This design comes from an exercise in tuning for small area on the open sky130 flow, not from production work.
Only simulation tests tie the RTL to the original design; equivalence was not proved.
The flow treats the clock pin as an ideal source. Dropping or thinning the clock tree relies on that and would not hold on a real chip.
Power and IR drop assume default switching activity.

==> flow/design.v <==
`timescale 1ns / 1ps
module game (
    clk,
    rst,
    btnR,
    btnS,
    J1,
    J2,
    J3,
    J4,
    J7,
    J8,
    J9,
    J10,
    an,
    seg
);
    input J7;
    input J8;
    input J9;
    input J10;
    output J1;
    output J2;
    output J3;
    output J4;
    input clk;
    input rst;
    input btnR;
    input btnS;
    output reg [3:0] an;
    output reg [6:0] seg;
    reg rst_db;
    reg [10:0] r;
    reg p;
    reg [3:0] hh;
    wire restart = rst | btnR;
    wire r_end   = &r;
    wire s_end   = &r[3:0];
    wire dphase  = ~(hh[3] & hh[1]);             
    always @(posedge clk) begin
        if (restart)
            rst_db <= 1'b1;
        else if (r_end)
            rst_db <= 1'b0;
        if (restart)
            r <= 11'd1912;
        else
            r <= (r + 11'd1) | {5'd0, r_end, r_end, 4'd0};
        if (rst_db) begin
            p <= 1'b0;
            hh <= 4'd0;
        end else begin
            p <= p ^ r_end;
            hh <= hh + {3'd0, r_end & p & dphase};
        end
    end
    wire scan_hi   = ~(p ^ r[4]);
    wire fastRise  = ~rst_db & s_end & ~scan_hi;
    wire fastFall  = ~rst_db & s_end & scan_hi;
    wire blank     = ~rst_db & dphase & (hh[0] ^ p);
    reg [1:0] dig;
    always @(posedge clk) begin
        if (restart)
            dig <= 2'd0;
        else
            dig <= dig + {1'b0, fastRise};
    end
    reg [1:0] jcol;    
    reg jf;            
    always @(posedge clk) begin
        if (rst) begin
            jcol <= 2'd0;
            jf <= 1'b0;
        end else begin
            jcol <= jcol + {1'b0, fastRise & jf};
            jf <= jf | fastRise;
        end
    end
    assign J1 = (jcol != 2'd0);
    assign J2 = (jcol != 2'd1);
    assign J3 = (jcol != 2'd2);
    assign J4 = (jcol != 2'd3);
    wire [5:0] kkey = {jcol, J7, J8, J9, J10};
    wire kvalid =
        (kkey == 6'b11_1110) |
        (kkey == 6'b11_1101) |
        (kkey == 6'b11_1011) |
        (kkey == 6'b11_0111) |
        (kkey == 6'b10_1110) |
        (kkey == 6'b10_1101) |
        (kkey == 6'b10_1011) |
        (kkey == 6'b01_1110) |
        (kkey == 6'b01_1101) |
        (kkey == 6'b01_1011);
    wire [3:0] knum =
        (kkey == 6'b11_1110) ? 4'd1 :
        (kkey == 6'b11_1101) ? 4'd4 :
        (kkey == 6'b11_1011) ? 4'd7 :
        (kkey == 6'b10_1110) ? 4'd2 :
        (kkey == 6'b10_1101) ? 4'd5 :
        (kkey == 6'b10_1011) ? 4'd8 :
        (kkey == 6'b01_1110) ? 4'd3 :
        (kkey == 6'b01_1101) ? 4'd6 :
        (kkey == 6'b01_1011) ? 4'd9 :
        4'd0;
    reg        kv;       
    reg [3:0]  cv_n;     
    reg [15:0] value_n;              
    wire [15:0] value = ~value_n;
    reg [6:0]  timer;
    wire full  = ~(value[15] & value[14]);    
    wire cvF   = ~(cv_n[3] | cv_n[2]);
    wire ge110 = timer[6] & timer[5] & timer[3] & timer[2] & timer[1];
    wire vready = full & (&timer[4:0]);
    wire shift = fastRise & ~full & ~kv & ge110 & ~cvF;
    always @(posedge clk) begin
        if (rst) begin
            kv <= 1'b0;
            cv_n <= 4'h0;
        end else if (rst_db) begin
            if (~kv)
                cv_n <= 4'h0;
        end else if (fastFall) begin
            kv <= kvalid;
            if (kvalid)
                cv_n <= ~knum;
        end else if (shift) begin
            cv_n <= 4'h0;
        end
    end
    wire tclr = ~full & (kv | (ge110 & ~cvF));
    always @(posedge clk) begin
        if (rst | rst_db) begin
            value_n <= 16'h0000;
            timer <= 7'd0;
        end else begin
            if (fastRise & tclr)
                timer <= 7'd0;
            else
                timer <= timer + {6'd0, fastRise & ~vready};
            if (shift)
                value_n <= {value_n[11:0], cv_n};
        end
    end
    reg [4:0] l1;
    reg [3:0] l3;
    reg [4:0] s1;        
    reg [1:0] s3;        
    wire [1:0] g3 = (l3 == 4'd4) ? 2'b01 :
                    (l3 == 4'd9) ? 2'b10 :
                    (l3 == 4'd3 || l3 == 4'd6) ? 2'b00 : 2'b11;
    wire l3z = ~|l3;
    always @(posedge clk) begin
        if (rst) begin
            l1 <= 5'd7;
            l3 <= 4'd0;
        end else begin
            l1 <= {l1[3:0], l1[4] ^ l1[1]};
            l3 <= {l3[2:0], l3[3] ^ l3[2]} | {1'b0, {3{l3z & (l1 == 5'd28)}}};
        end
        if (rst_db) begin
            s1 <= l3z ? 5'd0 : l1;
            s3 <= g3;
        end
    end
    wire [3:0] r1 =
        (s1 == 5'd15 || s1 == 5'd31 || s1 == 5'd30 || s1 == 5'd28 || s1 == 5'd25 || s1 == 5'd19 || s1 == 5'd6) ? 4'd7 :
        (s1 == 5'd13 || s1 == 5'd26 || s1 == 5'd20 || s1 == 5'd9) ? 4'd6 :
        (s1 == 5'd18 || s1 == 5'd4) ? 4'd9 :
        (s1 == 5'd8) ? 4'd4 :
        (s1 == 5'd16 || s1 == 5'd1) ? 4'd8 :
        (s1 == 5'd2) ? 4'd1 :
        (s1 == 5'd5) ? 4'd2 :
        (s1 == 5'd7) ? 4'd3 :
        4'd5;
    wire [3:0] r4 =
        (s1 == 5'd0) ? 4'd0 :
        (s1 == 5'd15 || s1 == 5'd31 || s1 == 5'd30 || s1 == 5'd28 || s1 == 5'd3 || s1 == 5'd7) ? 4'd5 :
        (s1 == 5'd25 || s1 == 5'd19 || s1 == 5'd6 || s1 == 5'd13 || s1 == 5'd26 || s1 == 5'd20 || s1 == 5'd9) ? 4'd7 :
        (s1 == 5'd18) ? 4'd3 :
        (s1 == 5'd14 || s1 == 5'd29) ? 4'd8 :
        (s1 == 5'd27) ? 4'd1 :
        (s1 == 5'd22) ? 4'd2 :
        (s1 == 5'd12) ? 4'd4 :
        (s1 == 5'd24 || s1 == 5'd17) ? 4'd9 :
        4'd6;
    wire r3n = ~(s3[1] | s3[0]);
    wire [15:0] randInt = {r4, r3n, s3, r3n, 4'd7, r1};
    reg [3:0] rd, vd;
    always @(*) begin
        case (dig)
            2'd0: begin rd = randInt[15:12]; vd = value[15:12]; end
            2'd1: begin rd = randInt[11:8];  vd = value[11:8];  end
            2'd2: begin rd = randInt[7:4];   vd = value[7:4];   end
            default: begin rd = randInt[3:0]; vd = value[3:0]; end
        endcase
    end
    reg miss;
    always @(posedge clk) begin
        if (rst | rst_db)
            miss <= 1'b0;
        else if (full & (rd != vd))
            miss <= 1'b1;
    end
    wire correct = ~miss;
    wire show = dphase | ~vready;
    reg [3:0] bcd;
    always @(*) begin
        an[3] = ~(~blank & (dig == 2'd0));
        an[2] = ~(~blank & (dig == 2'd1));
        an[1] = ~(~blank & (dig == 2'd2) & (show | correct));
        an[0] = ~(~blank & (dig == 2'd3) & show);
        if (show)
            bcd = dphase ? rd : vd;
        else if (correct)
            bcd = dig[1] ? 4'h5 : dig[0] ? 4'hE : 4'hD;    
        else
            bcd = dig[0] ? 4'h0 : 4'hA;                  
    end
    always @(*) begin
        seg =
            (bcd == 4'h0) ? 7'b1000000 :
            (bcd == 4'h1) ? 7'b1111001 :
            (bcd == 4'h2) ? 7'b0100100 :
            (bcd == 4'h3) ? 7'b0110000 :
            (bcd == 4'h4) ? 7'b0011001 :
            (bcd == 4'h5) ? 7'b0010010 :
            (bcd == 4'h6) ? 7'b0000010 :
            (bcd == 4'h7) ? 7'b1111000 :
            (bcd == 4'h8) ? 7'b0000000 :
            (bcd == 4'h9) ? 7'b0010000 :
            (bcd == 4'hA) ? 7'b1001000 :
            (bcd == 4'hB) ? 7'b0000000 :
            (bcd == 4'hC) ? 7'b0000000 :
            (bcd == 4'hD) ? 7'b0010001 :
            (bcd == 4'hE) ? 7'b0000110 :
            7'b1111111;
    end
endmodule
Settings: LEC_CHECK=0, CAP_MARGIN=20, CORE_MARGIN=2, CORE_UTILIZATION=70, SLEW_MARGIN=20; clock period 10.0 ns.
standard.sh (not shown) runs the stock make flow with config.mk's settings and CLKGATE_MAP_FILE= SYNTH_SCRIPT=/design/flow/synth_recipe.tcl, a recipe that flattens the netlist after the stock synthesis.
==> flow/flow/run.sh <==
#!/bin/bash
# Layout flow: the standard flow with three changes:
#  - synthesis maps logic with an area-oriented ABC script (flow/area.abc),
#    and leaves adders to ABC too (no separate half/full adder cells);
#    everything else in synthesis (registers, names) is the standard flow's own script;
#  - port buffers use the smallest buffer cell;
#  - the clock is distributed by four clock buffers, each driving the
#    registers of one quadrant (flow/clock_buffers.tcl replaces ORFS's
#    clock tree synthesis); the clock port drives only those four buffers.
set -euo pipefail
W=$PWD
{ head -n 1 synth_recipe.tcl; cat flow/abc_override.tcl; tail -n +2 synth_recipe.tcl; } > area_synth.tcl
sed "s#SYNTH_SCRIPT=[^ ]*#SYNTH_SCRIPT=$W/area_synth.tcl ADDER_MAP_FILE=#" standard.sh > area_standard.sh
export AREA_ABC_SCRIPT=$W/flow/area.abc
export BUFFER_PORTS_ARGS="-buffer_cell sky130_fd_sc_hd__buf_1"
export PRE_CTS_TCL=$W/flow/clock_buffers.tcl
export CLK_BUF_CELL=sky130_fd_sc_hd__clkbuf_8
export CLK_BUF_COUNT=4
bash area_standard.sh > standard.log 2>&1
Other scripts of this flow, unchanged in this note and not shown: flow/flow/abc_override.tcl, flow/flow/area.abc, flow/flow/clock_buffers.tcl
Change:
--- a/flow/design.v
+++ b/flow/design.v
@@ -102,46 +102,45 @@
         (kkey == 6'b01_1110) ? 4'd3 :
         (kkey == 6'b01_1101) ? 4'd6 :
         (kkey == 6'b01_1011) ? 4'd9 :
         4'd0;
     reg        kv;       
-    reg [3:0]  cv_n;     
-    reg [15:0] value_n;              
-    wire [15:0] value = ~value_n;
+    reg [3:0]  cv;       
+    reg [15:0] value;
     reg [6:0]  timer;
     wire full  = ~(value[15] & value[14]);    
-    wire cvF   = ~(cv_n[3] | cv_n[2]);
+    wire cvF   = cv[3] & cv[2];
     wire ge110 = timer[6] & timer[5] & timer[3] & timer[2] & timer[1];
     wire vready = full & (&timer[4:0]);
     wire shift = fastRise & ~full & ~kv & ge110 & ~cvF;
     always @(posedge clk) begin
         if (rst) begin
             kv <= 1'b0;
-            cv_n <= 4'h0;
+            cv <= 4'hF;
         end else if (rst_db) begin
             if (~kv)
-                cv_n <= 4'h0;
+                cv <= 4'hF;
         end else if (fastFall) begin
             kv <= kvalid;
             if (kvalid)
-                cv_n <= ~knum;
+                cv <= knum;
         end else if (shift) begin
-            cv_n <= 4'h0;
+            cv <= 4'hF;
         end
     end
     wire tclr = ~full & (kv | (ge110 & ~cvF));
     always @(posedge clk) begin
         if (rst | rst_db) begin
-            value_n <= 16'h0000;
+            value <= 16'hFFFF;
             timer <= 7'd0;
         end else begin
             if (fastRise & tclr)
                 timer <= 7'd0;
             else
                 timer <= timer + {6'd0, fastRise & ~vready};
             if (shift)
-                value_n <= {value_n[11:0], cv_n};
+                value <= {value[11:0], cv};
         end
     end
     reg [4:0] l1;
     reg [3:0] l3;
     reg [4:0] s1;        
@@ -211,13 +210,13 @@
         an[1] = ~(~blank & (dig == 2'd2) & (show | correct));
         an[0] = ~(~blank & (dig == 2'd3) & show);
         if (show)
             bcd = dphase ? rd : vd;
         else if (correct)
-            bcd = dig[1] ? 4'h5 : dig[0] ? 4'hE : 4'hD;    
+            bcd = dig[1] ? 4'h5 : {3'b101, dig[0]};      
         else
-            bcd = dig[0] ? 4'h0 : 4'hA;                  
+            bcd = dig[0] ? 4'h0 : 4'hD;                  
     end
     always @(*) begin
         seg =
             (bcd == 4'h0) ? 7'b1000000 :
             (bcd == 4'h1) ? 7'b1111001 :
@@ -227,13 +226,13 @@
             (bcd == 4'h5) ? 7'b0010010 :
             (bcd == 4'h6) ? 7'b0000010 :
             (bcd == 4'h7) ? 7'b1111000 :
             (bcd == 4'h8) ? 7'b0000000 :
             (bcd == 4'h9) ? 7'b0010000 :
-            (bcd == 4'hA) ? 7'b1001000 :
-            (bcd == 4'hB) ? 7'b0000000 :
-            (bcd == 4'hC) ? 7'b0000000 :
-            (bcd == 4'hD) ? 7'b0010001 :
-            (bcd == 4'hE) ? 7'b0000110 :
+            (bcd == 4'hA) ? 7'b0010001 :
+            (bcd == 4'hB) ? 7'b0000110 :
+            (bcd == 4'hC) ? 7'b0010010 :
+            (bcd == 4'hD) ? 7'b1001000 :
+            (bcd == 4'hE) ? 7'b1111111 :
             7'b1111111;
     end
 endmodule
=> Area after synthesis increases by 2.5%. Register-to-register slack gets better by 0.57 ns. Sequential power hardly moves. Routed wire length increases by 6.4%. Power increases by 0.69%. Final cell count increases by 2.5%. Cell area increases by 2.4%. Global-route usage increases by 1.6 points. Sequential share of layout area decreases by 1.0 points. Flip-flop and latch count does not change.
In every run of this note, the design's own scripts or RTL, not TritonCTS, make the clock network.

==> port drivers added, routing unchanged <==
How much do the figures lean on ideal ports? The routed layouts below were timed once more, with nothing changed but the port constraints. Step 1 assumes that a clkbuf_16 drives the clock port and a buf_2 every other input. Step 2 adds t to the input delays and takes it off the output delays; t is the mean of the earliest and latest rising clock arrival at the registers after step 1. Input paths then give back, and output paths get back, about the clock's delay inside the block. a / b / c = ideal ports / drivers / drivers and shift; a / b = the first two.
run	t, ns	setup slack, ns	worst setup path at the end	latest minus earliest clock arrival (ns)	slew at the worst register clock pin (ns)
the first run	0.208	4.284 / 4.227 / 4.435	register to output	0.005 / 0.004	0.10 / 0.10
the second run	0.209	4.589 / 4.533 / 4.742	register to output	0.011 / 0.011	0.10 / 0.10
After both steps every run listed still meets setup and hold.
